Source: an optimization exercise on an open RTL-to-GDS flow (aim: small area, a short achievable clock period and few clock cycles). Production flows keep margins and buffers that such runs may drop.
Where RTL was checked, it was by simulation tests only, not by an equivalence proof against the original.
For run 1, only the layout was checked, not whether the RTL still works.
No activity file was given, so power comes from the tool's default toggle rates.

==> flow/design.v <==
`timescale 1ns / 1ps
module rf_dec (
    input  logic [ 4:0] a,
    output logic [31:1] s
);
    always_comb for (int i = 1; i < 32; i++) s[i] = (a == i);
endmodule
module op_sel #(
    parameter int N = 33
) (
    input  logic [N-1:0]    s,
    input  logic [32*N-1:0] d,
    output logic [31:0]     r
);
    always_comb begin
        r = 32'b0;
        for (int i = 0; i < N; i++) r = r | ({32{s[i]}} & d[32*i+:32]);
    end
endmodule
`timescale 1ns / 1ps
module RV32I_Core (
    input  logic        clk,
    input  logic        reset,
    input  logic [31:0] instrCode,
    output logic [31:0] instrMemAddr,
    output logic        dataWe,
    output logic [31:0] dataAddr,
    output logic [31:0] dataWData,
    input  logic [31:0] dataRData,
    output logic        transfer,
    input  logic        ready
);
    localparam logic [6:0] OP_R = 7'b0110011, OP_L = 7'b0000011, OP_I = 7'b0010011,
        OP_S = 7'b0100011, OP_B = 7'b1100011, OP_LU = 7'b0110111, OP_AU = 7'b0010111,
        OP_J = 7'b1101111, OP_JL = 7'b1100111;
    logic [31:0] pc_f;
    logic        v_e;
    logic [31:0] a_e, b_e, imm_e;
    logic [ 4:0] rd_e;
    logic        we_e, ld_e, st_e, br_e, pred_e, jalr_e;
    logic        sub_e, uns_e, s_add_e, s_slt_e, s_xor_e, s_or_e, s_and_e, s_sh_e;
    logic        shl_e, sha_e;
    logic [ 2:0] f3_e;
    logic [ 4:0] rs1_d, rs2_d;
    logic        v_m, mem_m, pend;
    logic [31:0] res_m, sd_m;
    logic [ 4:0] rd_m;
    logic        we_m, ld_m, st_m;
    wire         m_ld = v_m & ld_m;
    wire         wb_en = v_m & we_m & (~ld_m | ready);
    wire  [31:0] wb_data = ld_m ? dataRData : res_m;
    assign transfer  = pend | mem_m;
    assign dataWe    = st_m;
    assign dataAddr  = res_m;
    assign dataWData = sd_m;
    logic [32*32-1:32] rf;   
    always_ff @(posedge clk) begin
        for (int i = 1; i < 32; i++) if (wb_en && rd_m == i) rf[32*i+:32] <= wb_data;
    end
    assign instrMemAddr = pc_f;
    wire [6:0] op = instrCode[6:0];
    wire [2:0] f3 = instrCode[14:12];
    wire [4:0] rs1 = instrCode[19:15];
    wire [4:0] rs2 = instrCode[24:20];
    wire [4:0] rd = instrCode[11:7];
    wire is_r  = ~op[6] & op[5] & op[4] & ~op[2];
    wire is_i  = ~op[6] & ~op[5] & op[4] & ~op[2];
    wire is_l  = ~op[6] & ~op[5] & ~op[4] & ~op[2];
    wire is_s  = ~op[6] & op[5] & ~op[4] & ~op[2];
    wire is_b  = op[6] & ~op[2];
    wire is_lu = ~op[6] & op[5] & op[2];
    wire is_au = ~op[6] & ~op[5] & op[2];
    wire is_j  = op[6] & op[3];
    wire is_jl = op[6] & op[2] & ~op[3];
    logic [31:0] imm;
    always_comb begin
        imm = {{20{instrCode[31]}}, instrCode[31:20]};   
        if (is_i & (f3 == 3'b011)) imm = {20'b0, instrCode[31:20]};   
        if (is_s) imm = {{20{instrCode[31]}}, instrCode[31:25], instrCode[11:7]};
        if (is_b) imm = {{20{instrCode[31]}}, instrCode[7], instrCode[30:25], instrCode[11:8], 1'b0};
        if (is_lu | is_au) imm = {instrCode[31:12], 12'b0};
        if (is_j) imm = {{12{instrCode[31]}}, instrCode[19:12], instrCode[20], instrCode[30:21], 1'b0};
    end
    assign rs1_d = (is_lu | is_au | is_j) ? 5'd0 : rs1;
    assign rs2_d = (is_r | is_s | is_b) ? rs2 : 5'd0;
    wire        d_sub = is_b | ((is_r | is_i) & (f3[2:1] == 2'b01)) | (is_r & (f3 == 3'b000) & instrCode[30]);
    wire        pred = is_j | (is_b & (instrCode[31] | (f3 == 3'b001)));
    wire [31:0] pc4_f = pc_f + 32'd4;
    wire [31:0] tgt_j = pc_f + {{12{instrCode[31]}}, instrCode[19:12], instrCode[20], instrCode[30:21], 1'b0};
    wire [31:0] tgt_b = pc_f + {{20{instrCode[31]}}, instrCode[7], instrCode[30:25], instrCode[11:8], 1'b0};
    logic [31:1] dec1, dec2;
    rf_dec u_dec1 (.a(rs1), .s(dec1));
    rf_dec u_dec2 (.a(rs2), .s(dec2));
    logic [31:0] t1, t2;
    op_sel #(.N(31)) u_sel1 (.s(dec1), .d(rf), .r(t1));
    op_sel #(.N(31)) u_sel2 (.s(dec2), .d(rf), .r(t2));
    wire        fwd_en = v_e & we_e & ~ld_e;
    wire        fwd1 = fwd_en & (rd_e == rs1);
    wire        fwd2 = fwd_en & (rd_e == rs2);
    wire        byp1 = wb_en & (rd_m == rs1) & ~fwd1;
    wire        byp2 = wb_en & (rd_m == rs2) & ~fwd2;
    wire        use1 = ~(is_lu | is_au | is_j);
    wire        keep1 = use1 & ~fwd1 & ~byp1;
    wire        keep2 = ~fwd2 & ~byp2;
    wire [31:0] rd1 = ({32{keep1}} & t1) | ({32{fwd1 & use1}} & res_e) | ({32{byp1 & use1}} & wb_data)
                    | ({32{is_au}} & pc_f);
    wire [31:0] rd2 = ({32{keep2}} & t2) | ({32{fwd2}} & res_e) | ({32{byp2}} & wb_data);
    wire [31:0] a = a_e;
    wire [31:0] b = b_e;
    wire [31:0] srcB = b;
    wire [31:0] sum = a + srcB + {31'b0, sub_e};
    wire [31:0] x = a ^ srcB;
    wire        eq = &x;
    wire        lt = (a[31] ^ ~srcB[31]) ? (uns_e ? ~srcB[31] : a[31]) : sum[31];
    logic [31:0] a_rev, sh_r, sh_rev;
    always_comb for (int i = 0; i < 32; i++) a_rev[i] = a[31-i];
    wire [31:0] sh_in = shl_e ? a_rev : a;
    wire [32:0] sh_ext = {sha_e & a[31], sh_in};
    assign sh_r = 32'($signed(sh_ext) >>> srcB[4:0]);
    always_comb for (int i = 0; i < 32; i++) sh_rev[i] = sh_r[31-i];
    wire        sh_zero = ~sha_e & (srcB[31:5] != 27'b0);
    wire [31:0] sh = sh_zero ? 32'b0 : (shl_e ? sh_rev : sh_r);
    wire [31:0] alu = ({32{s_add_e}} & sum) | ({32{s_xor_e}} & x) | ({32{s_or_e}} & (a | srcB))
                    | ({32{s_and_e}} & (a & srcB)) | ({32{s_sh_e}} & sh) | {31'b0, s_slt_e & lt}
                    | ({32{jalr_e}} & pc_f);   
    logic cond;
    always_comb begin
        case ({f3_e[2], f3_e[0]})
            2'b00: cond = eq;
            2'b01: cond = ~eq;
            2'b10: cond = lt;
            default: cond = ~lt;
        endcase
    end
    wire        redirect = v_e & (jalr_e | (br_e & (cond ^ pred_e)));
    wire [31:0] raddr = jalr_e ? sum : imm_e;
    wire [31:0] res_e = alu;
    wire m_ld_wait = m_ld & ~ready;
    wire bus_busy = (pend | mem_m) & ~ready;
    wire e_mem = v_e & (ld_e | st_e);
    wire stall = m_ld_wait | (e_mem & bus_busy);
    wire ld_use = v_e & ld_e & (rd_e != 5'd0) & ((rd_e == rs1_d) | (rd_e == rs2_d));
    always_ff @(posedge clk, posedge reset) begin
        if (reset) begin
            pc_f  <= 32'b0;
            v_e   <= 1'b0;
            v_m   <= 1'b0;
            mem_m <= 1'b0;
            pend  <= 1'b0;
        end else begin
            pend <= (pend | (v_m & st_m)) & ~ready;
            if (~stall) begin
                if (redirect) pc_f <= raddr;
                else if (~ld_use) pc_f <= is_j ? tgt_j : ((is_b & pred) ? tgt_b : pc4_f);
                v_e   <= ~redirect & ~ld_use;
                v_m   <= v_e;
                mem_m <= e_mem;
            end else if (~m_ld_wait) begin
                v_m   <= 1'b0;
                mem_m <= 1'b0;
            end
        end
    end
    always_ff @(posedge clk) begin
        if (~stall) begin
            a_e <= rd1;
            b_e <= ((is_r | is_b) ? rd2 : (is_j ? pc4_f : imm)) ^ {32{d_sub}};
            imm_e <= is_s ? rd2 : (pred ? pc4_f : tgt_b);
            rd_e <= (is_s | is_b) ? 5'd0 : rd;
            we_e <= ~(is_s | is_b) & (rd != 5'd0);
            ld_e <= is_l;
            st_e <= is_s;
            br_e <= is_b;
            pred_e <= pred;
            jalr_e <= is_jl;
            sub_e <= d_sub;
            uns_e <= is_b ? f3[1] : f3[0];
            s_add_e <= ((is_r | is_i) & (f3 == 3'b000)) | ~(is_r | is_i | is_jl);
            s_slt_e <= (is_r | is_i) & (f3[2:1] == 2'b01);
            s_xor_e <= (is_r | is_i) & (f3 == 3'b100);
            s_or_e <= (is_r | is_i) & (f3 == 3'b110);
            s_and_e <= (is_r | is_i) & (f3 == 3'b111);
            s_sh_e <= (is_r | is_i) & (f3[1:0] == 2'b01);
            shl_e <= ~f3[2];
            sha_e <= instrCode[30] & f3[2];
            f3_e <= f3;
        end
        if (~m_ld_wait) begin
            rd_m <= rd_e;
            we_m <= we_e;
            ld_m <= ld_e;
            st_m <= st_e;
        end
        res_m <= res_e;
        sd_m <= imm_e;
    end
endmodule
==> flow/run.sh <==
#!/bin/bash
# synth_recipe.tcl (not shown) runs the flow's synth.tcl, then flattens the netlist and writes it again
# the make line also repeats each setting of config.mk as NAME=value (left out here)
make -C /OpenROAD-flow-scripts/flow DESIGN_CONFIG=/design/flow/config.mk WORK_HOME=/design/flow/orfs CLKGATE_MAP_FILE= SYNTH_SCRIPT=/design/flow/synth_recipe.tcl finish
==> flow/config.mk <==
export PLATFORM = sky130hd
export DESIGN_NAME = RV32I_Core
export DESIGN_NICKNAME = RV32I_Core
export VERILOG_FILES = /design/flow/design.v
export SDC_FILE = /design/flow/constraint.sdc
export NUM_CORES = 4
export LEC_CHECK = 0
export CAP_MARGIN = 20
export CORE_MARGIN = 2
export CORE_UTILIZATION = 50
export CTS_BUF_LIST = sky130_fd_sc_hd__clkbuf_8
export CTS_CLUSTER_DIAMETER = 60
export CTS_CLUSTER_SIZE = 15
export SETUP_SLACK_MARGIN = 4.0
export SLEW_MARGIN = 20
export SYNTH_HIERARCHICAL = 1
==> flow/constraint.sdc <==
create_clock -name core_clock -period 8.0 [get_ports {clk}]
set_input_delay 1.6000 -clock core_clock [delete_from_list [all_inputs] [get_ports {clk}]]
set_output_delay 1.6000 -clock core_clock [all_outputs]
set_load 0.01 [all_outputs]
==> results.cfg, run 1 <==
[status]
run_status = finished clean

[cells_and_area]
finalNetCount = 5572
fillCellCount = 10360
drive_above_1_share_pct = 19.93
final_cells = 7124
seq_area_um2 = 35790
fin_util_pct = 57.99
multi_input_area_um2 = 27190
final_cell_area_um2 = 72630
syn2layout_area_growth_pct = 15.45

[global_routing]
grt_pass1_vias = 49490
grt_antenna_before_repair = 28
grt_pass1_wl_mm = 388.0
grt_max_degree = 69
grt_usage_pct = 43.49
grt-ovfl-total = 0

[placed_design]
place_congestion = 1.036
post-place-cells = 6785
dp_hpwl_mm = 184.1
dp_slack_ns = 1.577
io_buffers = 162
placed_cell_area_um2 = 67070

[route]
drt_iter0_drc = 9623
dr.pass1.iters = 13
ant_nets = 0
vias_per_cell = 7.510
drt-wirelength-per-cell_um = 40.25
drt-total-wl_mm = 286.8
drc = 0
vias = 53500

[timing]
min_period_over_period_pct = 52.74
worst_pin_slew_ns = 1.089
drv_slew = 0
rsz0062_at_grt = true
fin_skew_ns = 0.1083
finalHoldViolations = 0
fmax_mhz = 237.0
setup_viol = 0
hold_ws_ns = 0.3685
worst_slack_ns = 3.780
period_needed_ns = 4.220
tns_ns = 0
timing.slew.headroom_pct = 27.18

[critical_path]
cpPeakStageDelay_ns = 0.69
reg2reg_depth = 10
path_cells = buf_6 -> buf_12 -> or2_4 -> buf_12 -> buf_12 -> nor2_4 -> a22o_1 -> a221oi_2 -> nand3_1 -> or4_1 -> mux2i_1 -> mux2i_1 -> a21oi_1 -> xnor2_1
worstReg2RegStart = b_e[10]$_DFFE_PN_
reg2reg_to = b_e[16]$_DFFE_PN_
cp_common_cell = buf_12
arrival_ns = 4.82
worstPathMaxFanout = 7
r2r_slack_ns = 3.82
crit_slowest_cell = nor2_4
worstPathRequired_ns = 8.60
cp_num_buf_inv = 4
crit_path_end_kind = register
critical_path.startpoint_type = input port
crit_type = in2reg
cpLargestDelayFamily = simple AND/OR/NAND/NOR gates

[logic_synthesis]
avgSynthCellArea_um2 = 12.18
synth_fp_nets = 5342
synth_top_cells_by_count = edfxtp_1, a22oi_1, clkbuf_1
synth_edf_count = 1119
ys_seq_area_share_pct = 56.88
netlist_area_um2 = 62910
synth.most_common_cell = edfxtp_1
synth_flop_cell = edfxtp_1
synth_area_leader_cell = edfxtp_1
yosys_register_bits = 1219
yosys-top-cells-area = edfxtp_1, a22oi_1, ha_1
synthArstFlopShare_pct = 2.953
yosysTopAreaCellShare_pct = 53.42
synth_cells = 5163
yosysUniqueCellTypes = 92
yosys_warnings = 9

[floorplanning]
start_util_pct = 50.23
row_count = 130
chipWidth_um = 358.7
die_h_um = 358.7
fp.dieArea_um2 = 128700
io_pins = 165
core_um2 = 125200

[cts]
tritoncts = done
hold_buffers = 0
numCtsBuffers = 108
htreeDepth = 3
clk_pin_slew_worst_paths_ns = 0.10
clock_sinks = 1219
worst_skew_pair.late_latency_ns = 0.95
cts_root_buf = clkbuf_8
clk_path_buf_depth = 3

[power]
finalPower_mw = 25.88
leakage_nw = 24.42
p_per_area_nw_per_um2 = 356.4
irDropWorstVdd_v = 0.0002760

[worst_hold_path]
hp-start = imm_e[0]$_DFFE_PN_
holdPathStages = 0
min_path_type = reg2reg
whs_endpoint = sd_m[0]$_DFF_P_

[run]
maxCapViolCount = 0
## sequential cells by signal, summed over array words and instances, names as in the netlist, 2 cells and up
signal  cells
a_e        32
b_e        32
f3_e        2
imm_e      32
pc_f       32
rd_e        5
rd_m        5
res_m      32
rf        992
sd_m       32
## where the power goes
group | leakage [nW] | switching, mW | total (mW) | internal, mW
Clock | 1.12 | 2.34 | 3.83 | 1.49
Combinational | 12.0 | 8.36 | 12.2 | 3.89
Sequential | 11.3 | 0.926 | 9.80 | 8.88
## worst max path at each step
stage | cells past startpoint | slack [ns] | from | endpoint
floorplan | 10 | 3.30 | ready | pc_f[2]$_DFFE_PP0P_
global placement | 12 | 1.60 | instrCode[20] | b_e[11]$_DFFE_PN_
detailed placement | 12 | 1.58 | instrCode[20] | b_e[11]$_DFFE_PN_
CTS | 15 | 3.93 | instrCode[22] | imm_e[22]$_DFFE_PN_
global route | 17 | 3.84 | instrCode[23] | b_e[21]$_DFFE_PN_
finish | 14 | 3.78 | instrCode[23] | b_e[16]$_DFFE_PN_
## cell usage in the layout (no fill, tap or decap), drive strengths merged, types with 16 or more instances in the layout
master         count
nand3            185
a311oi            25
a221o             16
dfxtp             64
a21o              31
a21oi            209
or4               66
nand2b            34
nor2             292
mux4              57
xor2              65
and2              23
mux2              60
a22oi            786
clkdlybuf4s50    136
o21a              27
dfrtp             36
o211ai            49
edfxtp          1119
inv              144
mux2i             82
a22o              78
clkinv            27
clkbuf           118
ha               108
nor4              19
nand4            151
a221oi            90
nor3              60
and3              28
a31oi             29
o21ai            163
xnor2             76
nand2            256
buf              343
a211oi            62
a222oi            96
## final cells by class
class / instances / share of cell area [%]
Clock inverter: 67 / 0.8511
Inverter: 121 / 0.6857
Antenna cell: 15 / 0.05168
Tap cell: 1650 / 2.843
Timing Repair Buffer: 500 / 6.776
Sequential cell: 1219 / 49.29
Timing Repair inverter: 1 / 0.006891
Clock buffer: 109 / 2.066
Multi-Input combinational cell: 3442 / 37.43
## cell families (layout without fill, tap and decap cells)
kind of cell / count (synthesis) / in the layout / synth area share (%)
buffers and inverters: 507 / 798 / 3.353
multiplexers: 199 / 199 / 4.461
AND/OR/NAND/NOR: 1178 / 1181 / 9.322
flip-flops: 1219 / 1219 / 56.88
adder cells (fa/ha/maj): 112 / 112 / 2.275
other: 0 / 15 / 0
XOR/XNOR: 141 / 141 / 1.963
AO/OA/AOI/OAI: 1807 / 1809 / 21.74
## metal layers
metal	share of wire, %	track usage, %
met5	0.058	0
met4	10	35.39
met3	13	12.91
met2	43	64.40
met1	34	52.75
## repair_timing
action / in CTS / in global routing
endpoints found under the hold margin: 0 / 0
buffers inserted: 105 / 27
gates cloned: 12 / 4
pin swaps: 97 / 77
gates resized for setup: 373 / 193
setup endpoints to repair: 234 / 111
## Yosys stat by module, one instance, submodules excluded, excerpt
module      times used  flops+latches  cells inside  cell area, µm²
RV32I_Core           1           1219          3605           51780
rf_dec               2              0            46           217.7
==> run 2, diff against run 1 <==
--- a/flow/design.v
+++ b/flow/design.v
@@ -47,7 +47,7 @@
     logic [ 4:0] rd_m;
     logic        we_m, ld_m, st_m;
     wire         m_ld = v_m & ld_m;
-    wire         wb_en = v_m & we_m & (~ld_m | ready);
+    wire         wb_en = v_m & we_m;
     wire  [31:0] wb_data = ld_m ? dataRData : res_m;
     assign transfer  = pend | mem_m;
     assign dataWe    = st_m;
==> run 2 against run 1 <==
Design area grew 1.4%. First-iteration DRC count shrank 10%. Fmax grew 1.9%. Critical path type unchanged. Highest routed layer unchanged. Register-to-register slack gained 0.08 ns. Synthesized area shrank 0.43%.
==> results.cfg, run 2 <==
[route]
drt-wirelength-per-cell_um = 37.57
drt-total-wl_mm = 269.9
drt_iter0_drc = 8662
vias_per_cell = 7.283
drc = 0
dr.pass1.iters = 10
ant_nets = 0
vias = 52310

[global_routing]
grt_antenna_before_repair = 18
grt_pass1_wl_mm = 367.6
grt-ovfl-total = 0
grt_usage_pct = 40.87
grt_max_degree = 67
grt_pass1_vias = 48290

[power]
p_per_area_nw_per_um2 = 359.5
irDropWorstVdd_v = 0.0002088
finalPower_mw = 26.47
leakage_nw = 25.02

[run]
maxCapViolCount = 0

[placed_design]
io_buffers = 162
post-place-cells = 6730
placed_cell_area_um2 = 66730
place_congestion = 1.030
dp_hpwl_mm = 179.4
dp_slack_ns = 1.782

[timing]
drv_slew = 0
rsz0062_at_grt = true
fmax_mhz = 241.4
min_period_over_period_pct = 51.78
setup_viol = 0
fin_skew_ns = 0.08525
tns_ns = 0
hold_ws_ns = 0.3698
timing.slew.headroom_pct = 17.72
worst_slack_ns = 3.858
finalHoldViolations = 0
worst_pin_slew_ns = 1.233
period_needed_ns = 4.142

[floorplanning]
row_count = 129
chipWidth_um = 357.9
core_um2 = 124000
io_pins = 165
fp.dieArea_um2 = 128100
start_util_pct = 50.53
die_h_um = 357.9

[logic_synthesis]
synth_area_leader_cell = edfxtp_1
synthAdderAreaFrac_pct = 2.285
synthMuxAreaShare_pct = 4.473
ys_seq_area_share_pct = 57.13
yosysTopAreaCellShare_pct = 53.65
netlist_area_um2 = 62640
synth_cells = 5133
avgSynthCellArea_um2 = 12.20
synth.most_common_cell = edfxtp_1
synth_xor_area_share_pct = 2.125
yosys_register_bits = 1219
synth_top_family_by_area = compound AO/OA/AOI/OAI gates
yosys-top-cells-area = edfxtp_1, a22oi_1, ha_1
synth_flop_cell = edfxtp_1
yosys_warnings = 9
synth_top_cells_by_count = edfxtp_1, a22oi_1, clkbuf_1
synth-compound-area-share_pct = 21.33
synthArstFlopShare_pct = 2.953
yosys.area_share.simple_pct = 9.205
synth_edf_count = 1119
synth_fp_nets = 5312
yosysUniqueCellTypes = 92

[critical_path]
cp_common_cell = buf_4
worstPathRequired_ns = 8.62
arrival_ns = 4.76
crit_start = instrCode[24]
r2r_slack_ns = 3.90
crit_slowest_cell = or4_4
crit_path_end_kind = register
cpLargestDelayFamily = buffers and inverters
worstPathMaxFanout = 8
critical_path.startpoint_type = input port
path_depth = 16
cp_num_buf_inv = 7
cp-endpoint = b_e[30]$_DFFE_PN_
cpPeakStageDelay_ns = 0.58
path_cells = clkdlybuf4s15_1 -> buf_12 -> buf_4 -> nand2b_4 -> buf_6 -> buf_12 -> nor2_4 -> buf_4 -> buf_4 -> a22oi_1 -> nand3_1 -> or4_4 -> o211ai_1 -> o21ai_2 -> a21oi_2 -> xnor2_1
reg2reg_to = b_e[29]$_DFFE_PN_
worstReg2RegStart = b_e[3]$_DFFE_PN_
reg2reg_depth = 15
crit_type = in2reg

[cts]
clk_path_buf_depth = 3
htreeDepth = 3
clk_pin_slew_worst_paths_ns = 0.10
tritoncts = done
cts_root_buf = clkbuf_8
hold_buffers = 0
worst_skew_pair.late_latency_ns = 0.87
numCtsBuffers = 109
clock_sinks = 1219

[cells_and_area]
final_cells = 7182
top_register = rf
layout_common_cells = edfxtp_1, a22oi_1, buf_4
drive_above_1_share_pct = 21.51
fin_util_pct = 59.41
final_common_cell = edfxtp_1
largest_reg_flops = 992
final_cell_area_um2 = 73640
finalNetCount = 5648
syn2layout_area_growth_pct = 17.57

[status]
run_status = finished clean

[worst_hold_path]
min_path_type = reg2reg
[run 2: worst min-delay path by stage]
stage	slack (ns)	startpoint	end	depth (start not counted)
detailed placement	0.35	imm_e[25]$_DFFE_PN_	sd_m[25]$_DFF_P_	0
global placement	0.35	imm_e[24]$_DFFE_PN_	sd_m[24]$_DFF_P_	0
CTS	0.35	imm_e[31]$_DFFE_PN_	sd_m[31]$_DFF_P_	0
finish	0.37	imm_e[31]$_DFFE_PN_	sd_m[31]$_DFF_P_	0
floorplan	0.34	imm_e[20]$_DFFE_PN_	sd_m[20]$_DFF_P_	0
global route	0.37	imm_e[31]$_DFFE_PN_	sd_m[31]$_DFF_P_	0
[run 2: where the power goes]
part           internal (mW)  total (mW)  switching (mW)
sequential              8.88        9.81           0.936
clock                   1.63        3.93            2.31
combinational           4.45        12.7            8.28
total                   14.9        26.5            11.5
[run 2: layout make-up]
cell class / instances / area, µm²
fill: 10080 / 50320
timing repair buffer: 594 / 5861
timing repair inverter: 1 / 8.758
sequential: 1219 / 35790
clock inverter: 65 / 678.2
inverter: 128 / 523.0
multi-input combinational: 3416 / 27150
clock buffer: 113 / 1555
antenna: 9 / 22.52
tap: 1637 / 2048
[run 2: metal layers]
layer | global-route usage [%] | routed length (µm) | share of wire [%]
met5 | 0 | 44 | 0.016
met4 | 25.15 | 21060 | 7.8
met3 | 9.338 | 30990 | 11
met2 | 65.08 | 122900 | 46
met1 | 50.76 | 94900 | 35
[run 2: modules after synthesis, one instance, submodules excluded, a selection]
module	flops+latches	cell area, µm²	copies in the design	cells
RV32I_Core	1219	51510	1	3575
rf_dec	0	217.7	2	46
[run 2: kinds of logic (layout without fill, tap and decap cells)]
kind of cell    Yosys count  in the layout
xor+xnor                152            152
compound gates         1769           1769
simple gates           1158           1171
buf+inv                 511            901
fa+ha+maj               112            112
flops                  1219           1219
mux                     212            212
other cells               0              9
[run 2: what timing repair did]
| item | 4_1_cts | 5_1_grt |
|---|---|---|
| resized for setup | 342 | 193 |
| setup buffers | 169 | 63 |
| setup endpoints to repair | 212 | 133 |
| gates cloned | 20 | 12 |
| pin swaps | 98 | 84 |
Testbench counts of run 2, summed over its fixed seeds: cycles 32,567.
==> run 3, diff against run 2 <==
--- a/flow/config.mk
+++ b/flow/config.mk
@@ -11,6 +11,7 @@
 export CTS_BUF_LIST = sky130_fd_sc_hd__clkbuf_8
 export CTS_CLUSTER_DIAMETER = 60
 export CTS_CLUSTER_SIZE = 15
+export PLACE_DENSITY = 0.75
 export SETUP_SLACK_MARGIN = 4.0
 export SLEW_MARGIN = 20
 export SYNTH_HIERARCHICAL = 1
==> run 3 against run 2 <==
Synthesized area stayed put. Global-route usage is 3.0 points lower. Largest power group unchanged. Setup slack better by 0.0089 ns. Design area is 2.4% lower. Fmax is 0.22% higher. Sequential power hardly changed.
==> results.cfg, run 3 <==
[cells_and_area]
top_register = rf
layout_common_cells = edfxtp_1, a22oi_1, buf_4
syn2layout_area_growth_pct = 14.76
drive_above_1_share_pct = 19.07
largest_reg_flops = 992
final_common_cell = edfxtp_1
finalNetCount = 5549
fin_util_pct = 57.99
fillCellCount = 9807

[route]
drc = 0
drt-wirelength-per-cell_um = 35.96
drt_iter0_drc = 11110
dr.max_layer_used = met5
vias_per_cell = 7.513
wl_met1_mm = 82.96
vias = 53100
met2_length_mm = 109.5
wl_met3_mm = 39.33
ant_nets = 0
drt-total-wl_mm = 254.2
dr.pass1.iters = 8

[logic_synthesis]
yosys_register_bits = 1219
yosys-top-cells-area = edfxtp_1, a22oi_1, ha_1
synth.most_common_cell = edfxtp_1
yosysUniqueCellTypes = 92
synth_top_family_by_area = compound AO/OA/AOI/OAI gates
avgSynthCellArea_um2 = 12.20
yosys.area_share.simple_pct = 9.205
synth_cells = 5133
synthArstFlopShare_pct = 2.953
synth_fp_nets = 5312
synth_xor_area_share_pct = 2.125
yosysTopAreaCellShare_pct = 53.65
synthAdderAreaFrac_pct = 2.285
synth_flop_cell = edfxtp_1
ys_seq_area_share_pct = 57.13
yosys_warnings = 9
synth_edf_count = 1119
synthMuxAreaShare_pct = 4.473
synth-compound-area-share_pct = 21.33
synth_area_leader_cell = edfxtp_1
synth_top_cells_by_count = edfxtp_1, a22oi_1, clkbuf_1
netlist_area_um2 = 62640

[global_routing]
grt_pass1_vias = 48540
grt_antenna_before_repair = 13
grt_pass1_wl_mm = 348.8
grt_max_degree = 68
grt_usage_pct = 37.84
grt-ovfl-total = 0

[timing]
worst_pin_slew_ns = 1.112
period_needed_ns = 4.133
tns_ns = 0
fin_skew_ns = 0.08052
fmax_mhz = 241.9
timing.slew.headroom_pct = 25.40
setup_viol = 0
min_period_over_period_pct = 51.67
drv_slew = 0
finalHoldViolations = 0
rsz0062_at_grt = true

[cts]
tritoncts = done
numCtsBuffers = 103
clk_path_buf_depth = 3
clk_pin_slew_worst_paths_ns = 0.11
worst_skew_pair.late_latency_ns = 0.86
clock_sinks = 1219
htreeDepth = 3
cts_root_buf = clkbuf_8

[critical_path]
cpLargestDelayFamily = simple AND/OR/NAND/NOR gates
arrival_ns = 4.74
path_cells = clkbuf_4 -> or3b_4 -> nor2_4 -> buf_4 -> a222oi_1 -> nand3_1 -> or4_1 -> mux2i_1 -> mux2_2 -> a21oi_1 -> xnor2_1
r2r_slack_ns = 3.88
cp_num_buf_inv = 2
crit_type = in2reg
cpPeakStageDelay_ns = 0.54
worstPathRequired_ns = 8.60
critical_path.startpoint_type = input port
worstPathMaxFanout = 11
reg2reg_to = pc_f[7]$_DFFE_PP0P_
worstReg2RegStart = b_e[3]$_DFFE_PN_
crit_path_end_kind = register
reg2reg_depth = 20
crit_slowest_cell = a21oi_1

[power]
p_per_area_nw_per_um2 = 357.5
irDropWorstVdd_v = 0.0002695
leakage_nw = 24.27

[placed_design]
place_congestion = 1.055
io_buffers = 162
dp_hpwl_mm = 166.4

[floorplanning]
die_h_um = 357.9
row_count = 129
fp.dieArea_um2 = 128100
core_um2 = 124000
io_pins = 165
chipWidth_um = 357.9
start_util_pct = 50.53

[worst_hold_path]
min_path_type = reg2reg
holdPathStages = 0
whs_endpoint = sd_m[31]$_DFF_P_
hp-start = imm_e[31]$_DFFE_PN_

[run]
maxCapViolCount = 0

[status]
run_status = finished clean
[run 3: cell counts after synthesis]
Identical to the previous run, type by type.
[run 3: per-stage QoR]
step | setup slack (ns) | hold slack, ns | instances | power [mW] | cell area [µm²]
2_1_floorplan | 2.947 | 0.3399 | 5133 | 15.34 | 62800
3_3_place_gp | 1.590 | 0.3459 | 6736 | 19.83 | 66590
3_5_place_dp | 1.583 | 0.3579 | 6736 | 19.99 | 66590
4_1_cts | 3.946 | 0.3766 | 6996 | 24.46 | 70550
5_1_grt | 3.850 | 0.3817 | 7058 | 26.18 | 71860
6_report | 3.867 | 0.3817 | 7067 | 25.70 | 71880
[run 3: layer usage]
layer / vias to the layer above / global-route usage, %
met5: - / 0
met4: 10 / 22.59
met3: 1125 / 11.81
met2: 5057 / 57.88
met1: 25620 / 47.29
li1: 21280 / -
[run 3: worst max path at each step]
stage / startpoint / end / slack, ns / depth (start not counted)
after floorplan: ready / pc_f[7]$_DFFE_PP0P_ / 2.95 / 6
after global placement: instrCode[24] / b_e[18]$_DFFE_PN_ / 1.59 / 12
after detailed placement: instrCode[24] / b_e[18]$_DFFE_PN_ / 1.58 / 12
after CTS: b_e[4]$_DFFE_PN_ / b_e[29]$_DFFE_PN_ / 3.95 / 15
after global routing: b_e[3]$_DFFE_PN_ / pc_f[7]$_DFFE_PP0P_ / 3.85 / 20
final: instrCode[22] / b_e[7]$_DFFE_PN_ / 3.87 / 11
[run 3: worst register-to-register path: cells and delay by family, from the launching register on]
| family | cells | cell delay [ns] |
|---|---|---|
| multiplexers | 1 | 0.32 |
| flip-flops | 1 | 0.43 |
| AO/OA/AOI/OAI | 8 | 1.21 |
| adder cells (fa/ha/maj) | 1 | 0.34 |
| buffers and inverters | 10 | 1.72 |
[run 3: timing repair]
item,in CTS,in global routing
hold buffers,0,0
setup buffers,98,53
gates cloned,9,6
resized for setup,292,216
setup endpoints to repair,141,105
endpoints found under the hold margin,0,0
pin swaps,55,58
[run 3: power by group]
part / internal, mW / total (mW) / leakage, nW / switching (mW)
registers: 8.88 / 9.78 / 11.3 / 0.897
logic: 4.21 / 12.4 / 12.0 / 8.15
clock network: 1.36 / 3.57 / 1.02 / 2.21
[run 3: cell families after synthesis]
group	Yosys count
AO/OA/AOI/OAI	1769
XOR/XNOR	152
adder cells (fa/ha/maj)	112
buffers and inverters	511
flip-flops	1219
multiplexers	212
AND/OR/NAND/NOR	1158
[run 3: per-module statistics from Yosys (local to each module, per instance), excerpt]
module      flops+latches  times used  cell area, µm²
RV32I_Core           1219           1           51510
rf_dec                  0           2           217.7
[run 3: layout make-up]
type                            instances  area [µm²]  area share (%)
Clock buffer                          105        1445           2.010
Sequential cell                      1219       35790           49.78
Tap cell                             1637        2048           2.849
Antenna cell                           12       30.03         0.04178
Inverter                              128       550.5          0.7659
Timing Repair inverter                  2       25.02         0.03481
Timing Repair Buffer                  513        4951           6.888
Multi-Input combinational cell       3403       26610           37.03
Clock inverter                         48       431.7          0.6005
==> run 4, diff against run 3 <==
--- a/flow/config.mk
+++ b/flow/config.mk
@@ -11,7 +11,7 @@
 export CTS_BUF_LIST = sky130_fd_sc_hd__clkbuf_8
 export CTS_CLUSTER_DIAMETER = 60
 export CTS_CLUSTER_SIZE = 15
-export PLACE_DENSITY = 0.75
-export SETUP_SLACK_MARGIN = 4.0
+export PLACE_DENSITY = 0.7
+export SETUP_SLACK_MARGIN = 4.3
 export SLEW_MARGIN = 20
 export SYNTH_HIERARCHICAL = 1
==> run 4 against run 3 <==
Still clean on timing, DRC and antenna. Combinational power increased by 11%. Sequential cell count unchanged. Setup slack improved by 0.0086 ns. Global-route usage increased by 2.0 points. Die area unchanged. Largest power group unchanged.
==> results.cfg, run 4 <==
[timing]
worst_pin_slew_ns = 1.173
rsz0062_at_grt = true
fmax_mhz = 242.4
min_period_over_period_pct = 51.56
worst_slack_ns = 3.875
timing.slew.headroom_pct = 21.06
setup_viol = 0
finalHoldViolations = 0
fin_skew_ns = 0.07884
drv_slew = 0
tns_ns = 0
period_needed_ns = 4.125

[power]
internal_power_mw = 15.50
irDropWorstVdd_v = 0.0002130
p_per_area_nw_per_um2 = 363.5
leakage_nw = 25.54
finalPower_mw = 27.35
switchingPower_mw = 11.85
pwr-share-comb_pct = 50.6
seqPwrFrac_pct = 36.3
swShare_pct = 43.33
power_frac_clock_pct = 13.2

[critical_path]
worstPathMaxFanout = 6
cp_num_buf_inv = 4
arrival_ns = 4.69
path_cells = inv_1 -> ha_4 -> a21o_1 -> or3_4 -> o211ai_1 -> buf_4 -> a311oi_2 -> buf_4 -> a211oi_4 -> o21bai_2 -> xor2_2 -> a221oi_2 -> buf_4 -> mux2_4 -> or4_4
cp_common_cell = buf_4
cpPeakStageDelay_ns = 0.58
crit_path_end_kind = register
critical_path.startpoint_type = register
crit_slowest_cell = edfxtp_1
crit_type = reg2reg
worstPathRequired_ns = 8.56
cpLargestDelayFamily = compound AO/OA/AOI/OAI gates

[global_routing]
grt_antenna_before_repair = 13
grt_usage_pct = 39.82
grt-ovfl-total = 0
grt_pass1_vias = 49150
grt_pass1_wl_mm = 362.7
grt_max_degree = 68

[run]
maxCapViolCount = 0

[placed_design]
place_congestion = 1.010
io_buffers = 162
dp_slack_ns = 1.631
dp_hpwl_mm = 172.0
placed_cell_area_um2 = 66840

[worst_hold_path]
min_path_type = reg2reg

[logic_synthesis]
synth_top_cells_by_count = edfxtp_1, a22oi_1, clkbuf_1
synth_edf_count = 1119
synth_cells = 5133
yosysTopAreaCellShare_pct = 53.65
netlist_area_um2 = 62640
yosysUniqueCellTypes = 92
synth_fp_nets = 5312
yosys_register_bits = 1219
yosys-top-cells-area = edfxtp_1, a22oi_1, ha_1
synth_area_leader_cell = edfxtp_1
yosys_warnings = 9
synthArstFlopShare_pct = 2.953
avgSynthCellArea_um2 = 12.20
ys_seq_area_share_pct = 57.13
synth.most_common_cell = edfxtp_1
synth_flop_cell = edfxtp_1

[route]
vias = 53170
drt_iter0_drc = 10030
drc = 0
vias_per_cell = 7.407
drt-total-wl_mm = 265.6
drt-wirelength-per-cell_um = 37.00
dr.pass1.iters = 10
ant_nets = 0

[cells_and_area]
largest_reg_flops = 992
finalNetCount = 5667
final_cell_area_um2 = 75240
final_common_cell = edfxtp_1
layout_common_cells = edfxtp_1, a22oi_1, buf_4
syn2layout_area_growth_pct = 20.13
fillCellCount = 9616
fin_util_pct = 60.70
drive_above_1_share_pct = 25.21
top_register = rf

[floorplanning]
row_count = 129
fp.dieArea_um2 = 128100
die_h_um = 357.9
chipWidth_um = 357.9
io_pins = 165
start_util_pct = 50.53
core_um2 = 124000

[cts]
tritoncts = done
clock_sinks = 1219
htreeDepth = 3
clk_pin_slew_worst_paths_ns = 0.10
clk_path_buf_depth = 3
hold_buffers = 0
cts_root_buf = clkbuf_8
numCtsBuffers = 102
worst_skew_pair.late_latency_ns = 0.85

[status]
run_status = finished clean
==> run 4: cell types whose count changed in the layout (fill, tap and decap cells not counted), moves of 17 or more <==
cell and change:
a21oi_2 +25, buf_6 +52, o21ai_0 -21, dfrtp_1 -20, nand3_2 +45, a21oi_1 -33, or4_4 +39, nand3_1 -51
mux2i_4 +17, buf_4 +30, or4_1 -39, buf_12 +19
==> run 4: worst paths after layout <==
check	startpoint	end	slack (ns)	cells past startpoint
worst max-delay path	a_e[4]$_DFFE_PN_	b_e[29]$_DFFE_PN_	3.88	15
worst min-delay path	imm_e[11]$_DFFE_PN_	sd_m[11]$_DFF_P_	0.36	0
worst max register to register	a_e[4]$_DFFE_PN_	b_e[29]$_DFFE_PN_	3.88	15
worst min register to register	imm_e[11]$_DFFE_PN_	sd_m[11]$_DFF_P_	0.36	0
max in group asynchronous	reset	pc_f[12]$_DFFE_PP0P_	6.36	3
min in group asynchronous	reset	pc_f[30]$_DFFE_PP0P_	1.19	3
==> run 4: layer usage <==
metal  vias up  GRT usage (%)  part of all wire [%]
li1      21490              -                     -
met1     26090          49.94                    34
met2      4570          61.76                    44
met3      1006          11.84                    14
met4        12          22.37                   7.6
met5         -              0                 0.031
==> run 4: power groups by stage <==
stage	Sequential (mW)	Combinational (mW)	Clock (mW)
after floorplan	9.56	5.87	0
after global placement	9.93	10.3	0
after detailed placement	9.95	10.4	0
after CTS	9.82	12.4	3.58
after global routing	9.91	14.2	3.79
final	9.92	13.8	3.60
==> run 4: cells by family after synthesis <==
group	share of synthesized area, %
multiplexers	4.473
AO/OA/AOI/OAI	21.33
adder cells (fa/ha/maj)	2.285
AND/OR/NAND/NOR	9.205
flip-flops	57.13
XOR/XNOR	2.125
buffers and inverters	3.454
==> run 4: final cells by class <==
| cell class | count | area, µm² | area share [%] |
|---|---|---|---|
| Tap cell | 1637 | 2048 | 2.722 |
| Inverter | 128 | 536.8 | 0.7134 |
| Antenna cell | 7 | 17.52 | 0.02328 |
| Sequential cell | 1219 | 35830 | 47.62 |
| Clock inverter | 46 | 478.0 | 0.6352 |
| Clock buffer | 104 | 1431 | 1.902 |
| Multi-Input combinational cell | 3405 | 28250 | 37.55 |
| Timing Repair Buffer | 632 | 6650 | 8.838 |
==> run 4: Yosys stat by module, one instance, submodules excluded, a selection <==
module | copies in the design | area, µm²
rf_dec | 2 | 217.7
RV32I_Core | 1 | 51510
==> run 4: timing repair <==
item / CTS / global route
pin swaps: 168 / 162
endpoints found under the setup margin: 229 / 130
gates resized for setup: 634 / 290
gates cloned: 20 / 6
buffers inserted: 187 / 68
endpoints found under the hold margin: 0 / 0
==> run 4: through the flow <==
step	hold slack, ns	std cells
after floorplan	0.3399	5133
final	0.3627	7178
after detailed placement	0.3510	6740
after global routing	0.3845	7172
after CTS	0.3640	7097
after global placement	0.3499	6740
==> run 5, diff against run 4 <==
--- a/flow/design.v
+++ b/flow/design.v
@@ -84,7 +84,8 @@
     assign rs1_d = (is_lu | is_au | is_j) ? 5'd0 : rs1;
     assign rs2_d = (is_r | is_s | is_b) ? rs2 : 5'd0;
     wire        d_sub = is_b | ((is_r | is_i) & (f3[2:1] == 2'b01)) | (is_r & (f3 == 3'b000) & instrCode[30]);
-    wire        pred = is_j | (is_b & (instrCode[31] | (f3 == 3'b001)));
+    wire        pred_b = instrCode[31] | (f3 == 3'b001);
+    wire        pred = is_j | (is_b & pred_b);
     wire [31:0] pc4_f = pc_f + 32'd4;
     wire [31:0] tgt_j = pc_f + {{12{instrCode[31]}}, instrCode[19:12], instrCode[20], instrCode[30:21], 1'b0};
     wire [31:0] tgt_b = pc_f + {{20{instrCode[31]}}, instrCode[7], instrCode[30:25], instrCode[11:8], 1'b0};
@@ -104,7 +105,12 @@
     wire        keep2 = ~fwd2 & ~byp2;
     wire [31:0] rd1 = ({32{keep1}} & t1) | ({32{fwd1 & use1}} & res_e) | ({32{byp1 & use1}} & wb_data)
                     | ({32{is_au}} & pc_f);
-    wire [31:0] rd2 = ({32{keep2}} & t2) | ({32{fwd2}} & res_e) | ({32{byp2}} & wb_data);
+    wire        use2 = is_r | is_b;
+    wire [31:0] b_d = ({32{keep2 & use2}} & t2) | ({32{fwd2 & use2}} & res_e) | ({32{byp2 & use2}} & wb_data)
+                    | ({32{is_j}} & pc4_f) | ({32{~use2 & ~is_j}} & imm);
+    wire        pb = ~is_s & (is_j | (is_b & pred_b));
+    wire [31:0] c_d = ({32{keep2 & is_s}} & t2) | ({32{fwd2 & is_s}} & res_e) | ({32{byp2 & is_s}} & wb_data)
+                    | ({32{pb}} & pc4_f) | ({32{~is_s & ~pb}} & tgt_b);
     wire [31:0] a = a_e;
     wire [31:0] b = b_e;
     wire [31:0] srcB = b;
@@ -164,8 +170,8 @@
     always_ff @(posedge clk) begin
         if (~stall) begin
             a_e <= rd1;
-            b_e <= ((is_r | is_b) ? rd2 : (is_j ? pc4_f : imm)) ^ {32{d_sub}};
-            imm_e <= is_s ? rd2 : (pred ? pc4_f : tgt_b);
+            b_e <= b_d ^ {32{d_sub}};
+            imm_e <= c_d;
             rd_e <= (is_s | is_b) ? 5'd0 : rd;
             we_e <= ~(is_s | is_b) & (rd != 5'd0);
             ld_e <= is_l;
--- a/flow/config.mk
+++ b/flow/config.mk
@@ -11,7 +11,7 @@
 export CTS_BUF_LIST = sky130_fd_sc_hd__clkbuf_8
 export CTS_CLUSTER_DIAMETER = 60
 export CTS_CLUSTER_SIZE = 15
-export PLACE_DENSITY = 0.7
-export SETUP_SLACK_MARGIN = 4.3
+export PLACE_DENSITY = 0.75
+export SETUP_SLACK_MARGIN = 4.0
 export SLEW_MARGIN = 20
 export SYNTH_HIERARCHICAL = 1
==> run 5 against run 4 <==
Sequential cell count stayed put. Synthesized area grew 0.52%. Via count is 0.50% higher. Sequential power is essentially flat. Still clean. Setup slack better by 0.022 ns. First-iteration DRC count rose by 8.9%.
==> results.cfg, run 5 <==
[status]
run_status = finished clean

[logic_synthesis]
yosys_warnings = 9
yosysUniqueCellTypes = 91
synth_fp_nets = 5307
avgSynthCellArea_um2 = 12.28
synth.most_common_cell = edfxtp_1
synth_top_cells_by_count = edfxtp_1, a22oi_1, clkbuf_1
synth_flop_cell = edfxtp_1
synth_area_leader_cell = edfxtp_1
synth_cells = 5128
yosys_register_bits = 1219
netlist_area_um2 = 62960
yosys-top-cells-area = edfxtp_1, a22oi_1, ha_1
synth_edf_count = 1119
synthArstFlopShare_pct = 2.953
yosysTopAreaCellShare_pct = 53.37
ys_seq_area_share_pct = 56.84

[timing]
hold_ws_ns = 0.3804
worst_pin_slew_ns = 1.185
fin_skew_ns = 0.06588
setup_viol = 0
period_needed_ns = 4.103
finalHoldViolations = 0
timing.slew.headroom_pct = 20.92
tns_ns = 0
min_period_over_period_pct = 51.29
rsz0062_at_grt = true
drv_slew = 0
fmax_mhz = 243.7

[power]
irDropWorstVdd_v = 0.0002319
finalPower_mw = 26.44
p_per_area_nw_per_um2 = 367.7
leakage_nw = 24.16

[cells_and_area]
layout_common_cells = edfxtp_1, a22oi_1, nand2_1
fillCellCount = 9964
top_register = rf
syn2layout_area_growth_pct = 14.21
final_common_cell = edfxtp_1
largest_reg_flops = 992
finalNetCount = 5505
final_cell_area_um2 = 71910
drive_above_1_share_pct = 18.48

[critical_path]
crit_type = in2reg
crit_slowest_cell = or4_1
crit_start = instrCode[20]
worstReg2RegStart = b_e[10]$_DFFE_PN_
cpLargestDelayFamily = simple AND/OR/NAND/NOR gates
path_cells = buf_12 -> or3b_4 -> buf_12 -> nor2_4 -> buf_4 -> a22oi_1 -> nand4_1 -> or4_1 -> mux2i_2 -> o221ai_1 -> a21oi_1 -> xnor2_1
crit_path_end_kind = register
cp_common_cell = buf_12
worstPathRequired_ns = 8.66
r2r_slack_ns = 3.90
cp_num_buf_inv = 3
arrival_ns = 4.76
worstPathMaxFanout = 13
critical_path.startpoint_type = input port
cpPeakStageDelay_ns = 0.61

[floorplanning]
row_count = 130
start_util_pct = 50.27
chipWidth_um = 358.9
die_h_um = 358.9
io_pins = 165
fp.dieArea_um2 = 128800
core_um2 = 125200

[global_routing]
grt_antenna_before_repair = 34
grt_pass1_vias = 48870
grt_usage_pct = 39.39
grt_max_degree = 120
grt_pass1_wl_mm = 364.6
grt-ovfl-total = 0

[cts]
htreeDepth = 3
clk_path_buf_depth = 3
worst_skew_pair.late_latency_ns = 0.90
tritoncts = done
clk_pin_slew_worst_paths_ns = 0.11
numCtsBuffers = 105
hold_buffers = 0
clock_sinks = 1219
cts_root_buf = clkbuf_8

[route]
drt-total-wl_mm = 265.4
ant_nets = 0
drc = 0
drt-wirelength-per-cell_um = 37.68
drt_iter0_drc = 10920
vias = 53430
dr.pass1.iters = 10
vias_per_cell = 7.588

[run]
maxCapViolCount = 0

[placed_design]
io_buffers = 162
dp_hpwl_mm = 172.8
place_congestion = 1.062
placed_cell_area_um2 = 66990

[worst_hold_path]
min_path_type = reg2reg
hp-start = imm_e[26]$_DFFE_PN_
## run 5: cell count changes after synthesis, sizes merged, moves of 16 or more
| cell | before | now |
|---|---|---|
| xnor2 | 106 | 88 |
| nor2 | 292 | 274 |
| a211oi | 77 | 37 |
| a21oi | 219 | 158 |
| o221ai | 29 | 46 |
| a22oi | 779 | 797 |
| o211ai | 38 | 54 |
## run 5: through the flow
stage                     cells  utilization (%)  setup slack (ns)
final                      7042            57.41             3.897
after global routing       7034            57.40             3.910
after CTS                  6971            56.44             3.968
after detailed placement   6733            53.49             1.622
after global placement     6733            53.49             1.641
after floorplan            5128                -             3.499
## run 5: Yosys stat by module, one instance, submodules excluded, a selection
module / times used / cells / cell area (µm²) / flip-flops and latches
rf_dec: 2 / 46 / 217.7 / 0
RV32I_Core: 1 / 3570 / 51840 / 1219
## run 5: path summary, 6_finish.rpt
kind | to | cells past startpoint
worst max-delay path | b_e[21]$_DFFE_PN_ | 12
worst min-delay path | sd_m[26]$_DFF_P_ | 0
worst max register to register | b_e[23]$_DFFE_PN_ | 10
worst min register to register | sd_m[26]$_DFF_P_ | 0
max in group asynchronous | pc_f[10]$_DFFE_PP0P_ | 3
min in group asynchronous | mem_m$_DFFE_PP0P_ | 3
## run 5: logic make-up (layout without fill, tap and decap cells)
kind of cell,count (synthesis),in the layout,synth area share (%)
xor+xnor,139,139,1.934
flops,1219,1219,56.84
mux,231,231,4.776
simple gates,1149,1153,9.172
compound gates,1769,1769,21.63
buf+inv,509,755,3.378
fa+ha+maj,112,112,2.274
other cells,0,14,0
## run 5: area by class of cell
| class | count | area (µm²) | area share, % |
|---|---|---|---|
| Antenna cell | 14 | 35.03 | 0.04872 |
| Clock buffer | 106 | 1459 | 2.029 |
| Clock inverter | 53 | 483.0 | 0.6717 |
| Inverter | 137 | 539.3 | 0.7500 |
| Multi-Input combinational cell | 3404 | 26990 | 37.53 |
| Sequential cell | 1219 | 35790 | 49.77 |
| Tap cell | 1650 | 2064 | 2.871 |
| Timing Repair Buffer | 458 | 4537 | 6.309 |
| Timing Repair inverter | 1 | 7.507 | 0.01044 |
## run 5: metal layers
metal  routed length, µm  vias to the layer above  global-route usage [%]
met4               22440                       38                   24.56
met1               85880                    25830                   48.42
li1                    -                    21330                       -
met3               42290                     1163                   13.80
met5                 344                        -                       0
met2              114400                     5076                   59.54
## run 5: power breakdown
part | leakage (nW) | internal, mW | switching, mW | total, mW
Clock | 1.05 | 1.35 | 2.27 | 3.62
Sequential | 11.3 | 9.01 | 1.04 | 10.1
Combinational | 11.8 | 4.06 | 8.70 | 12.8
Total | 24.2 | 14.4 | 12.0 | 26.4
## run 5: timing repair
item                                    CTS  global route
cloned                                    8             5
resized for setup                       291           179
pin swaps                                63            58
setup buffers                            71            52
endpoints found under the setup margin  152           119
Testbench counts of run 5, summed over its fixed seeds: cycles 32,567.
==> run 6, diff against run 5 <==
--- a/flow/config.mk
+++ b/flow/config.mk
@@ -11,7 +11,6 @@
 export CTS_BUF_LIST = sky130_fd_sc_hd__clkbuf_8
 export CTS_CLUSTER_DIAMETER = 60
 export CTS_CLUSTER_SIZE = 15
-export PLACE_DENSITY = 0.75
 export SETUP_SLACK_MARGIN = 4.0
 export SLEW_MARGIN = 20
 export SYNTH_HIERARCHICAL = 1
==> run 6 against run 5 <==
Still clean. Largest power group unchanged. Hold slack got worse by 0.0034 ns. Sequential share of layout area fell by 0.33 points. Synthesized area did not move. Critical path type unchanged. Sequential power barely moved.
==> results.cfg, run 6 <==
[status]
run_status = finished clean

[floorplanning]
die_h_um = 358.9
start_util_pct = 50.27
chipWidth_um = 358.9
core_um2 = 125200
row_count = 130
io_pins = 165
fp.dieArea_um2 = 128800

[logic_synthesis]
yosys_register_bits = 1219
synth_edf_count = 1119
yosysUniqueCellTypes = 91
yosys_warnings = 9
synth_area_leader_cell = edfxtp_1
synth.most_common_cell = edfxtp_1
netlist_area_um2 = 62960
yosys-top-cells-area = edfxtp_1, a22oi_1, ha_1
synth_fp_nets = 5307
synth_flop_cell = edfxtp_1
synth_cells = 5128
ys_seq_area_share_pct = 56.84
avgSynthCellArea_um2 = 12.28
synth_top_cells_by_count = edfxtp_1, a22oi_1, clkbuf_1
yosysTopAreaCellShare_pct = 53.37
synthArstFlopShare_pct = 2.953

[power]
irDropWorstVdd_v = 0.0002914
leakage_nw = 24.57
p_per_area_nw_per_um2 = 383.9

[route]
vias_per_cell = 7.483
drt-total-wl_mm = 289.9
ant_nets = 0
vias = 52790
drc = 0
drt-wirelength-per-cell_um = 41.10
dr.pass1.iters = 8
drt_iter0_drc = 9220

[global_routing]
grt_pass1_wl_mm = 390.1
grt-ovfl-total = 0
grt_usage_pct = 43.41
grt_antenna_before_repair = 44
grt_pass1_vias = 48330
grt_max_degree = 65

[cells_and_area]
finalNetCount = 5497
final_cell_area_um2 = 72390
top_register = rf
drive_above_1_share_pct = 19.49
final_cells = 7054
syn2layout_area_growth_pct = 14.98
layout_common_cells = edfxtp_1, a22oi_1, nand2_1
largest_reg_flops = 992
final_common_cell = edfxtp_1

[timing]
rsz0062_at_grt = true
min_period_over_period_pct = 53.41
worst_pin_slew_ns = 1.200
finalHoldViolations = 0
drv_slew = 0
tns_ns = 0
timing.slew.headroom_pct = 19.34
worst_slack_ns = 3.727
hold_ws_ns = 0.3770
fmax_mhz = 234.0
setup_viol = 0
period_needed_ns = 4.273
fin_skew_ns = 0.1153

[critical_path]
worstPathRequired_ns = 8.57
reg2reg_to = imm_e[1]$_DFFE_PN_
cpLargestDelayFamily = simple AND/OR/NAND/NOR gates
path_depth = 12
worstPathMaxFanout = 20
cp_common_cell = buf_4
cp_num_buf_inv = 4
crit_slowest_cell = or4_4
crit_path_end_kind = register
crit_type = in2reg
arrival_ns = 4.84
cpPeakStageDelay_ns = 0.81
reg2reg_depth = 8
worstReg2RegStart = a_e[31]$_DFFE_PN_
r2r_slack_ns = 3.94
path_cells = buf_4 -> buf_6 -> nand3b_1 -> buf_4 -> nor2_4 -> buf_12 -> a22oi_2 -> nand4_1 -> or4_4 -> mux2i_1 -> nor2_1 -> a221o_1
critical_path.startpoint_type = input port

[placed_design]
post-place-cells = 6756
placed_cell_area_um2 = 67040
dp_slack_ns = 1.791
io_buffers = 162
dp_hpwl_mm = 190.4
place_congestion = 1.056

[cts]
worst_skew_pair.late_latency_ns = 0.93
htreeDepth = 3
clk_path_buf_depth = 3
hold_buffers = 0
tritoncts = done
cts_root_buf = clkbuf_8
numCtsBuffers = 109
clock_sinks = 1219
clk_pin_slew_worst_paths_ns = 0.10

[worst_hold_path]
holdPathStages = 0
whs_endpoint = sd_m[30]$_DFF_P_
min_path_type = reg2reg
hp-start = imm_e[30]$_DFFE_PN_

[run]
maxCapViolCount = 0
## run 6: cell families after synthesis
logic type / after synthesis / synth area share, %
buffers and inverters: 509 / 3.378
XOR/XNOR: 139 / 1.934
adder cells (fa/ha/maj): 112 / 2.274
AND/OR/NAND/NOR: 1149 / 9.172
flip-flops: 1219 / 56.84
AO/OA/AOI/OAI: 1769 / 21.63
multiplexers: 231 / 4.776
## run 6: worst reg2reg max path: stages (launching register included)
cell and delay, ns:
edfxtp_1 0.70, and2_1 0.53, mux2i_1 0.21, mux4_2 0.52
o211a_1 0.28, o31ai_1 0.27, a21o_1 0.44, a21oi_1 0.21
o21ai_0 0.63
## run 6: worst max-delay path by stage
stage                        to  slack [ns]           startpoint
3_5_place_dp   b_e[9]$_DFFE_PN_        1.79        instrCode[21]
5_1_grt        a_e[9]$_DFFE_PN_        3.78        instrCode[15]
6_report       a_e[9]$_DFFE_PN_        3.73        instrCode[15]
3_3_place_gp   b_e[9]$_DFFE_PN_        1.81        instrCode[21]
2_1_floorplan  a_e[0]$_DFFE_PN_        3.50                ready
4_1_cts         instrMemAddr[9]        3.98  pc_f[9]$_DFFE_PP0P_
## run 6: cell type report
cell class / count / area [µm²]
Clock buffer: 113 / 1555
Timing Repair inverter: 1 / 7.507
Antenna cell: 23 / 57.56
Multi-Input combinational cell: 3400 / 27330
Inverter: 137 / 539.3
Clock inverter: 61 / 566.8
Fill cell: 10480 / 52850
Tap cell: 1650 / 2064
Sequential cell: 1219 / 35790
Timing Repair Buffer: 450 / 4484
## run 6: modules after synthesis, one instance, submodules excluded, excerpt
module / cells inside / flip-flops and latches
rf_dec: 46 / 0
RV32I_Core: 3570 / 1219
## run 6: repair_timing
item | CTS | global route
hold endpoints to repair | 0 | 0
pin swaps | 75 | 69
cloned | 6 | 4
endpoints found under the setup margin | 215 | 110
resized for setup | 374 | 182
buffers inserted | 44 | 47
## run 6: metrics by stage
step	utilization, %	total power, mW
3_5_place_dp	53.52	22.34
2_1_floorplan	-	16.10
6_report	57.80	27.79
5_1_grt	57.76	28.25
4_1_cts	56.72	26.67
3_3_place_gp	53.52	22.26
## run 6: power breakdown
group | total, mW | leakage, nW | switching, mW | internal, mW
Combinational | 14.0 | 12.2 | 9.64 | 4.38
Clock | 3.82 | 1.14 | 2.34 | 1.47
Sequential | 9.96 | 11.3 | 0.953 | 9.01
Total | 27.8 | 24.6 | 12.9 | 14.9
## run 6: metal layers
| layer | track usage, % | wire, µm | vias to the layer above |
|---|---|---|---|
| li1 | - | - | 21320 |
| met4 | 34.68 | 29340 | 36 |
| met5 | 0 | 312 | - |
| met2 | 66.28 | 127400 | 4012 |
| met1 | 52.02 | 98110 | 26430 |
| met3 | 11.74 | 34780 | 985 |
==> run 7, diff against run 6 <==
--- a/flow/config.mk
+++ b/flow/config.mk
@@ -11,6 +11,7 @@
 export CTS_BUF_LIST = sky130_fd_sc_hd__clkbuf_8
 export CTS_CLUSTER_DIAMETER = 60
 export CTS_CLUSTER_SIZE = 15
+export PLACE_DENSITY = 0.85
 export SETUP_SLACK_MARGIN = 4.0
 export SLEW_MARGIN = 20
 export SYNTH_HIERARCHICAL = 1
==> run 7 against run 6 <==
Fmax decreased by 2.3%. Design area decreased by 1.4%. First-iteration DRC count increased by 25%. Critical endpoint is now b_e[8]$_DFFE_PN_. Highest routed layer unchanged.
==> results.cfg, run 7 <==
[status]
run_status = finished clean

[global_routing]
grt_usage_pct = 42.42
grt-ovfl-total = 0
grt_antenna_before_repair = 47
grt_pass1_vias = 49670
grt_pass1_wl_mm = 385.9
grt_max_degree = 81

[cts]
clk_path_buf_depth = 3
htreeDepth = 3
hold_buffers = 0
worst_skew_pair.late_latency_ns = 0.95
clk_pin_slew_worst_paths_ns = 0.10
cts_root_buf = clkbuf_8
clock_sinks = 1219
numCtsBuffers = 104
tritoncts = done

[route]
dr.pass1.iters = 12
ant_nets = 0
drt-total-wl_mm = 282.3
vias_per_cell = 7.716
drt-wirelength-per-cell_um = 40.12
drt_iter0_drc = 11520
vias = 54290
drc = 0

[logic_synthesis]
yosysUniqueCellTypes = 91
synth_edf_count = 1119
avgSynthCellArea_um2 = 12.28
netlist_area_um2 = 62960
synth_fp_nets = 5307
synth_flop_cell = edfxtp_1
synth.most_common_cell = edfxtp_1
synth_top_cells_by_count = edfxtp_1, a22oi_1, clkbuf_1
synth_area_leader_cell = edfxtp_1
synth_cells = 5128
synthArstFlopShare_pct = 2.953
yosys_register_bits = 1219
yosys_warnings = 9
yosysTopAreaCellShare_pct = 53.37
ys_seq_area_share_pct = 56.84
yosys-top-cells-area = edfxtp_1, a22oi_1, ha_1

[timing]
period_needed_ns = 4.374
worst_slack_ns = 3.626
finalHoldViolations = 0
drv_slew = 0
hold_ws_ns = 0.3814
min_period_over_period_pct = 54.68
fin_skew_ns = 0.05831
setup_viol = 0
tns_ns = 0
fmax_mhz = 228.6
rsz0062_at_grt = true
timing.slew.headroom_pct = 19.12
worst_pin_slew_ns = 1.213

[floorplanning]
row_count = 130
chipWidth_um = 358.9
fp.dieArea_um2 = 128800
core_um2 = 125200
io_pins = 165
start_util_pct = 50.27
die_h_um = 358.9

[placed_design]
dp_slack_ns = 1.397
placed_cell_area_um2 = 66920
io_buffers = 162
dp_hpwl_mm = 184.1
place_congestion = 1.099

[worst_hold_path]
min_path_type = reg2reg

[cells_and_area]
fillCellCount = 10180
fin_util_pct = 57.02
top_register = rf
layout_common_cells = edfxtp_1, a22oi_1, nand2_1
multi_input_area_um2 = 26630
finalNetCount = 5494
seq_area_um2 = 35790
final_cell_area_um2 = 71410
syn2layout_area_growth_pct = 13.43
final_common_cell = edfxtp_1
largest_reg_flops = 992
drive_above_1_share_pct = 18.03

[power]
internal_power_mw = 14.54
p_per_area_nw_per_um2 = 384.1
swShare_pct = 47.00
power_frac_clock_pct = 13.3
pwr-share-comb_pct = 50.2
irDropWorstVdd_v = 0.0002977
switchingPower_mw = 12.89
seqPwrFrac_pct = 36.5
leakage_nw = 24.24

[critical_path]
worstPathMaxFanout = 32
arrival_ns = 5.03
crit_type = in2reg
worstPathRequired_ns = 8.65
critical_path.startpoint_type = input port
crit_path_end_kind = register

[run]
maxCapViolCount = 0
## run 7: cell count changes in the layout (fill, tap and decap cells not counted), sizes merged, moves of 2 or more
| cell | before | now |
|---|---|---|
| clkinv | 24 | 14 |
| buf | 288 | 291 |
| clkdlybuf4s50 | 135 | 138 |
| clkbuf | 122 | 113 |
| diode | 23 | 29 |
| clkdlybuf4s18 | 2 | 0 |
| clkinvlp | 8 | 4 |
| inv | 164 | 159 |
## run 7: cell type report
cell class,instances,area share (%)
sequential,1219,50.11
clock buffer,106,2.043
multi-input combinational,3401,37.29
timing repair buffer,451,6.160
timing repair inverter,1,0.007008
antenna,29,0.1016
inverter,137,0.7604
clock inverter,42,0.6325
tap,1650,2.891
## run 7: per-stage QoR
stage / power, mW / std cells
global placement: 22.09 / 6738
floorplan: 16.10 / 5128
finish: 27.43 / 7036
global route: 27.68 / 7012
detailed placement: 22.27 / 6738
CTS: 26.23 / 6968
## run 7: critical path, cell delays in order
cell and delay [ns]:
buf_12 0.12, buf_4 0.13, nand3b_1 0.20, buf_4 0.17, nor2_2 0.04, buf_6 0.19
a22oi_1 0.27, nand4_1 0.23, or4_4 0.61, mux2_4 0.30, a222oi_1 0.74, o21ai_1 0.19
xnor2_1 0.17
## run 7: final timing paths
path                            cells past startpoint                 from                   end  slack (ns)
worst min-delay path                                0  imm_e[29]$_DFFE_PN_      sd_m[29]$_DFF_P_        0.38
min in group asynchronous                           3                reset  pc_f[29]$_DFFE_PP0P_        1.14
worst max register to register                     12     b_e[1]$_DFFE_PN_      b_e[9]$_DFFE_PN_        3.87
max in group asynchronous                           3                reset  pc_f[10]$_DFFE_PP0P_        6.44
worst max-delay path                               13        instrCode[21]      b_e[8]$_DFFE_PN_        3.63
worst min register to register                      0  imm_e[29]$_DFFE_PN_      sd_m[29]$_DFF_P_        0.38
## run 7: cell families (layout without fill, tap and decap cells)
logic type,count (synthesis),after routing,share of synthesized area [%]
and+or+nand+nor,1149,1150,9.172
buffers and inverters,509,737,3.378
other,0,29,0
adders and majority gates,112,112,2.274
muxes,231,231,4.776
AOI/OAI and AO/OA,1769,1769,21.63
xor gates and xnor gates,139,139,1.934
DFF,1219,1219,56.84
## run 7: power by group through the flow
stage          Clock (mW)  Combinational, mW  Sequential, mW
5_1_grt              3.81               13.9            10.0
6_report             3.65               13.8            10.0
3_5_place_dp            0               12.2            10.1
4_1_cts              3.60               12.7            9.93
3_3_place_gp            0               12.1            10.0
2_1_floorplan           0               6.39            9.70
## run 7: modules after synthesis, one instance, submodules excluded, excerpt
| module | flip-flops and latches | cells | copies in the design |
|---|---|---|---|
| RV32I_Core | 1219 | 3570 | 1 |
| rf_dec | 0 | 46 | 2 |
## run 7: timing repair
item                                   in CTS  in global routing
setup endpoints to repair                 229                115
pin swaps                                  50                 55
cloned                                      7                  2
setup buffers                              75                 36
endpoints found under the hold margin       0                  0
gates resized for setup                   290                123
## run 7: routing by layer
layer,up-vias,share of wire [%],track usage [%]
met5,-,0.10,0
met4,40,11,35.83
met3,1375,15,15.01
met2,5429,42,62.08
met1,26190,32,50.03
li1,21250,-,-

## static timing again, ports no longer ideal
No port has a modelled driver above. Below, the same layouts with a new extraction and two added sets of constraints.
Step 1: set_driving_cell puts a clkbuf_16 on clk and a buf_2 on each other input, an assumption about the parent block.
Step 2 times the ports against the registers' clock, not the clock port: input delays grow and output delays shrink by t, the midpoint of the rising clock arrivals with the driver on.
Three values: ideal ports, drivers, drivers and shift; two values: the first two.
run	shift t [ns]	slack for setup (ns)	clock arrival spread, ns
run 1	0.979	3.780 / 3.786 / 2.808	0.111 / 0.111
run 2	0.912	3.858 / 3.901 / 3.002	0.088 / 0.088
run 3	0.902	3.867 / 3.880 / 3.023	0.082 / 0.081
run 4	0.884	3.875 / 3.875 / 3.066	0.083 / 0.084
run 5	0.943	3.897 / 3.900 / 2.985	0.073 / 0.073
run 6	0.962	3.727 / 3.789 / 2.827	0.116 / 0.116
run 7	0.996	3.626 / 3.633 / 2.638	0.070 / 0.069
After both steps setup and hold are still met in every run listed. For run 7, which loses most, drivers alone change the setup slack by +0.007 ns; drivers and shift together by -0.988 ns.
